This is an optimization exercise on Yosys and OpenROAD, whose aim is small area and a short achievable clock period, not a production implementation.
The RTL was checked by simulation tests, not by an equivalence proof against the original design.

## flow/design.v

```verilog
`timescale 1ns/1ns
module uart_circle_area (
clock         ,  
reset         ,  
rx_i          ,  
rx_data       ,  
area_o        ,  
rx_data_valid ,  
rx_error         
);
input  clock;
input  reset;
input  rx_i;
output [7:0] rx_data;
output reg   rx_data_valid;
output reg   rx_error;
output [31:0] area_o;
parameter IDLE = 2'b00, DATA = 2'b01, CHECK_STOP = 2'b10, ERROR = 2'b11;   
parameter PI = 16'd31416;  
reg [1:0] state      ;  
reg [1:0] next_state ;  
reg [2:0] counter    ;  
reg [7:0] shift	     ;  
reg [31:0] area;
always @ (*) begin
  case(state)
    IDLE : if (rx_i == 1'b1) begin  
             next_state = IDLE;
           end else begin
             next_state = DATA;
           end
    DATA : if (counter < 7) begin	 
             next_state = DATA;
           end else begin
             next_state = CHECK_STOP;
           end
    CHECK_STOP : if (rx_i == 1'b1) begin
                   next_state = IDLE;
                 end else begin
                   next_state = ERROR;
                 end
    ERROR : if (rx_i == 1'b1) begin
	      next_state = IDLE;
            end else begin
	      next_state = ERROR;
            end
    default : next_state = IDLE;
  endcase
end
always @ (posedge clock) begin   
  if (reset == 1'b1) begin
    state <= IDLE;
  end else begin
    state <= next_state;
  end
end
always @ (posedge clock) begin   
  if (reset == 1'b1) begin
    counter       <= 1'b0;
    shift         <= 8'b0;
    rx_error      <= 1'b0;
    rx_data_valid <= 1'b0;
    area          <= 16'b0;
  end else begin
    case(state)
      IDLE : begin
               counter       <= 1'b0;
               shift         <= shift;
	       rx_error      <= 1'b0;
               rx_data_valid <= rx_data_valid;
               area          <= area;
             end
      DATA : begin
               counter       <= counter + 1;	    
	       shift[7]      <= rx_i;
               shift[6:0]    <= shift[7:1];
               rx_error      <= 1'b0;
               rx_data_valid <= 1'b0;
	       area          <= 16'b0;
             end
      CHECK_STOP : begin
                     counter  <= 1'b0;
		     shift    <= shift;
                     rx_error <= 1'b0;
		     if (rx_i == 1'b1) begin
		       rx_data_valid <= 1'b1;
		       area <= (PI * (shift * shift)) / 10_000;  
                     end else begin
		       rx_data_valid <= 1'b0;
		     end
                   end
      ERROR : begin
                counter       <= 1'b0;
		shift         <= shift;
		rx_error      <= 1'b1;
                rx_data_valid <= 1'b0;
                area          <= 16'b0;
	      end
      default : begin
                  counter       <= 1'b0;
		  shift         <= 8'b0;
		  rx_error      <= 1'b0;
		  rx_data_valid <= 1'b0;
                  area          <= 16'b0;
                end
    endcase
  end
end
assign rx_data = shift;
assign area_o = area;
endmodule  
```

## flow/constraint.sdc

```tcl
create_clock -name core_clock -period 24.0 [get_ports {clock}]
set_input_delay 4.8000 -clock core_clock [delete_from_list [all_inputs] [get_ports {clock}]]
set_output_delay 4.8000 -clock core_clock [all_outputs]
set_load 0.01 [all_outputs]
```

## flow/run.sh

```bash
#!/bin/bash
# synth_recipe.tcl (not shown) runs the flow's synth.tcl, then flattens the netlist and writes it again
# the make line also repeats each setting of config.mk as NAME=value (left out here)
make -C /OpenROAD-flow-scripts/flow DESIGN_CONFIG=/design/flow/config.mk WORK_HOME=/design/flow/orfs CLKGATE_MAP_FILE= SYNTH_SCRIPT=/design/flow/synth_recipe.tcl finish
```

## flow/config.mk

```make
export PLATFORM = sky130hd
export DESIGN_NAME = uart_circle_area
export DESIGN_NICKNAME = uart_circle_area
export VERILOG_FILES = /design/flow/design.v
export SDC_FILE = /design/flow/constraint.sdc
export NUM_CORES = 4
export LEC_CHECK = 0
export CAP_MARGIN = 20
export CORE_MARGIN = 2
export CORE_UTILIZATION = 40
export SLEW_MARGIN = 20
```

==> run notes <==
-- through the flow --
step	TNS (ns)	util [%]	hold slack, ns
after detailed placement	-0.608	45.1	0.450
after CTS	0	45.9	0.460
after global routing	-0.222	50.5	0.479
after global placement	-0.450	45.1	0.437
final	0	50.5	0.460
after floorplan	0	-	0.428
-- area by class of cell --
cell class	instances	area, sq um
clock inverter	3	17.5
clock buffer	5	125
inverter	192	721
fill	3377	17600
multi-input combinational	1619	14000
sequential	33	678
timing repair buffer	234	1870
tap	461	577
-- logic make-up (layout without fill, tap and decap cells) --
| family | count (synthesis) | after routing | share of synthesized area, % |
|---|---|---|---|
| and+or+nand+nor | 589 | 589 | 20.8 |
| other | 2 | 18 | 0.0519 |
| xor gates and xnor gates | 134 | 134 | 8.67 |
| adders and majority gates | 222 | 222 | 23.8 |
| muxes | 25 | 25 | 1.87 |
| buffers and inverters | 271 | 434 | 7.74 |
| AOI/OAI and AO/OA | 629 | 631 | 32.5 |
| DFF | 33 | 33 | 4.56 |
-- worst min-delay path by stage --
stage                           from                     to  slack [ns]
3_3_place_gp    area[7]$_SDFFE_PP0P_   area[7]$_SDFFE_PP0P_        0.44
5_1_grt        counter[0]$_SDFF_PP0_  counter[0]$_SDFF_PP0_        0.48
2_1_floorplan  counter[0]$_SDFF_PP0_  counter[0]$_SDFF_PP0_        0.43
3_5_place_dp   area[17]$_SDFFE_PP0P_  area[17]$_SDFFE_PP0P_        0.45
6_report       counter[0]$_SDFF_PP0_  counter[0]$_SDFF_PP0_        0.46
4_1_cts        area[17]$_SDFFE_PP0P_  area[17]$_SDFFE_PP0P_        0.46
-- critical path, delay by kind of cell, from the launching register on --
kind,cells,cell delay (ns)
AO/OA/AOI/OAI,41,9.88
XOR/XNOR,4,0.64
adder cells (fa/ha/maj),11,4.94
buffers and inverters,14,1.58
flip-flops,1,0.40
multiplexers,1,0.35
AND/OR/NAND/NOR,18,4.95
-- metal layers --
metal  global-route usage [%]  wire length, microns  vias to the layer above
met5                        0                     0                        -
met4                     3.45                   545                        0
met3                     1.51                  1710                       51
met2                     37.7                 21400                      412
met1                     30.3                 20300                     7301
li1                         -                     -                     7340
-- cells in the final DEF, fill, tap and decap left out, types with 28 or more instances in the layout --
cell / netlist / final
a21oi_1: 138 / 113
a21oi_2: 6 / 28
and2_1: 51 / 43
buf_4: 16 / 199
clkdlybuf4s50_1: 0 / 30
fa_1: 93 / 93
ha_1: 118 / 109
inv_1: 192 / 191
nand2_1: 133 / 129
nand3_1: 49 / 44
nor2_1: 146 / 137
nor3_1: 54 / 44
o211ai_1: 29 / 29
o21ai_0: 61 / 55
xnor2_1: 89 / 76
xor2_1: 34 / 28
-- timing repair --
action                                  4_1_cts  5_1_grt
endpoints found under the setup margin        1        2
pin swaps                                     4       65
gates cloned                                  0        2
gates resized for setup                      20      226
buffers inserted                              3       62
-- state kept, by name, indices dropped and copies added (netlist names) --
name,flops
area,18
counter,3
rx_data_valid,1
rx_error,1
shift,8
state,2
==> metrics.csv <==
metric,value,unit
vias in the first global route,14200,
ys async rst share,0,%
core area,35700,sq um
Critical Path Most Common Cell,inv_1,
mapped cell area,14500,sq um
die area,37700,sq um
gr usage total,21.8,%
CP Class,register to register,
CTS tree,built,
Post-Syn Area per Cell,7.60,sq um
top post-synthesis cells by count,"192 x inv_1, 146 x nor2_1, 138 x a21oi_1",
final worst slack,1.09,ns
CP endpoint kind,register,
"Remaining Overflow, GRT",0,
hold_buf cts,0,
Setup crit start kind,register,
R2R cell count,89,
clk slew on worst S/H paths,0.06,ns
"Distinct cells, synth",125,
Reg-to-Reg End,area[0]$_SDFFE_PP0P_,
routed len/inst,17.3,microns
layout cells sized above 1,24.4,%
dpl ws,-0.608,ns
cell at the root of the clock tree,clkbuf_16,
port bufs,30,
detailed-route via count,15100,
max-cap violations,0,
starting density of the core,40.6,%
CP max stage delay,0.55,ns
Crit path arrival time,23.10,ns
Synth area leaders,"fa_1 13%, ha_1 10%, xnor2_1 5.4%",
Worst R2R Start,shift[3]$_SDFFE_PP0N_,
Antenna Nets Post-Route,0,
Area Overhead vs Synth,24.4,%
Yosys top cell area share,12.9,%
Final Instance Count excl. Fillers,2547,
critical path data required time,24.19,ns
area post-placement,16100,sq um
"Slew Viols, Final",0,
fin crit period,22.91,ns
GP Congestion,0.912,
main flop type after synthesis,dfxtp_1,
Worst Setup SP,shift[3]$_SDFFE_PP0N_,
Critical-path top delay cell,fa_1,
Setup Viol. Count Final,0,
worst skew pair latency,0.30,ns
Mapped Cells,1905,
Iter 0 DRT Violations,1035,
vias per cell,5.93,
Max Fclk,43.7,MHz
htree depth,2,
Post-Route WL,44000,microns
largest net degree at the start of global routing,34,
Num CTS Buffers,5,
hpwl dp,34100,microns
endpoints failing hold,0,
clk buf depth,2,
Synth Register Bits,33,
Clock Skew,0.00601,ns
initial antenna violation count,0,
Die Width,194,microns
Yosys top cell by area,fa_1,
Worst Hold Class,register to register,
slew at the pin with the worst max-slew slack,1.15,ns
first-pass GRT wire length,70300,microns
Final Cycle Share,95.4,%
io pins,45,
post-route cell area,18000,sq um
Critical Path End,area[0]$_SDFFE_PP0P_,
crit-path max FO,12,
Cell Rows,69,
Die H,194,microns
post-synthesis sequential area ratio,4.56,%
"count leader, synth",inv_1,
first-pass detailed-route iteration total,22,
Residual DRC,0,
Hold Crit Depth,1,
fin nets,2299,
placed cells,2472,
Ys Warns,1,
clk sink count,33,
status,timing/DRC/antenna clean,
relative slew slack,23.3,%
# diodes,0,
flop2flop setup slack,1.09,ns
Post-synth EDFFs,0,

[separate check: timing with driven ports]
In the flow no input, the clock included, has a driving cell. The finished layout below was timed again as built, in two steps. Step 1 sets driving cells, clkbuf_16 on the clock port and buf_2 on the other inputs (assumed; they add their load-dependent delay and slew). Step 2 times the ports against the registers' clock, not the clock port: input delays grow and output delays shrink by t, the midpoint of the rising clock arrivals with the driver on. Three values: ideal, step 1, step 2; two values: the first two.
shift t [ns]: 0.331
slack for setup (ns): 1.092 / 1.092 / 1.092
worst hold slack (ns): 0.460 / 0.460 / 0.460
worst setup path at the end: register to register
After both steps setup and hold are still met in this run. For this run, drivers alone change the setup slack by 0.000 ns; drivers and shift together by 0.000 ns.
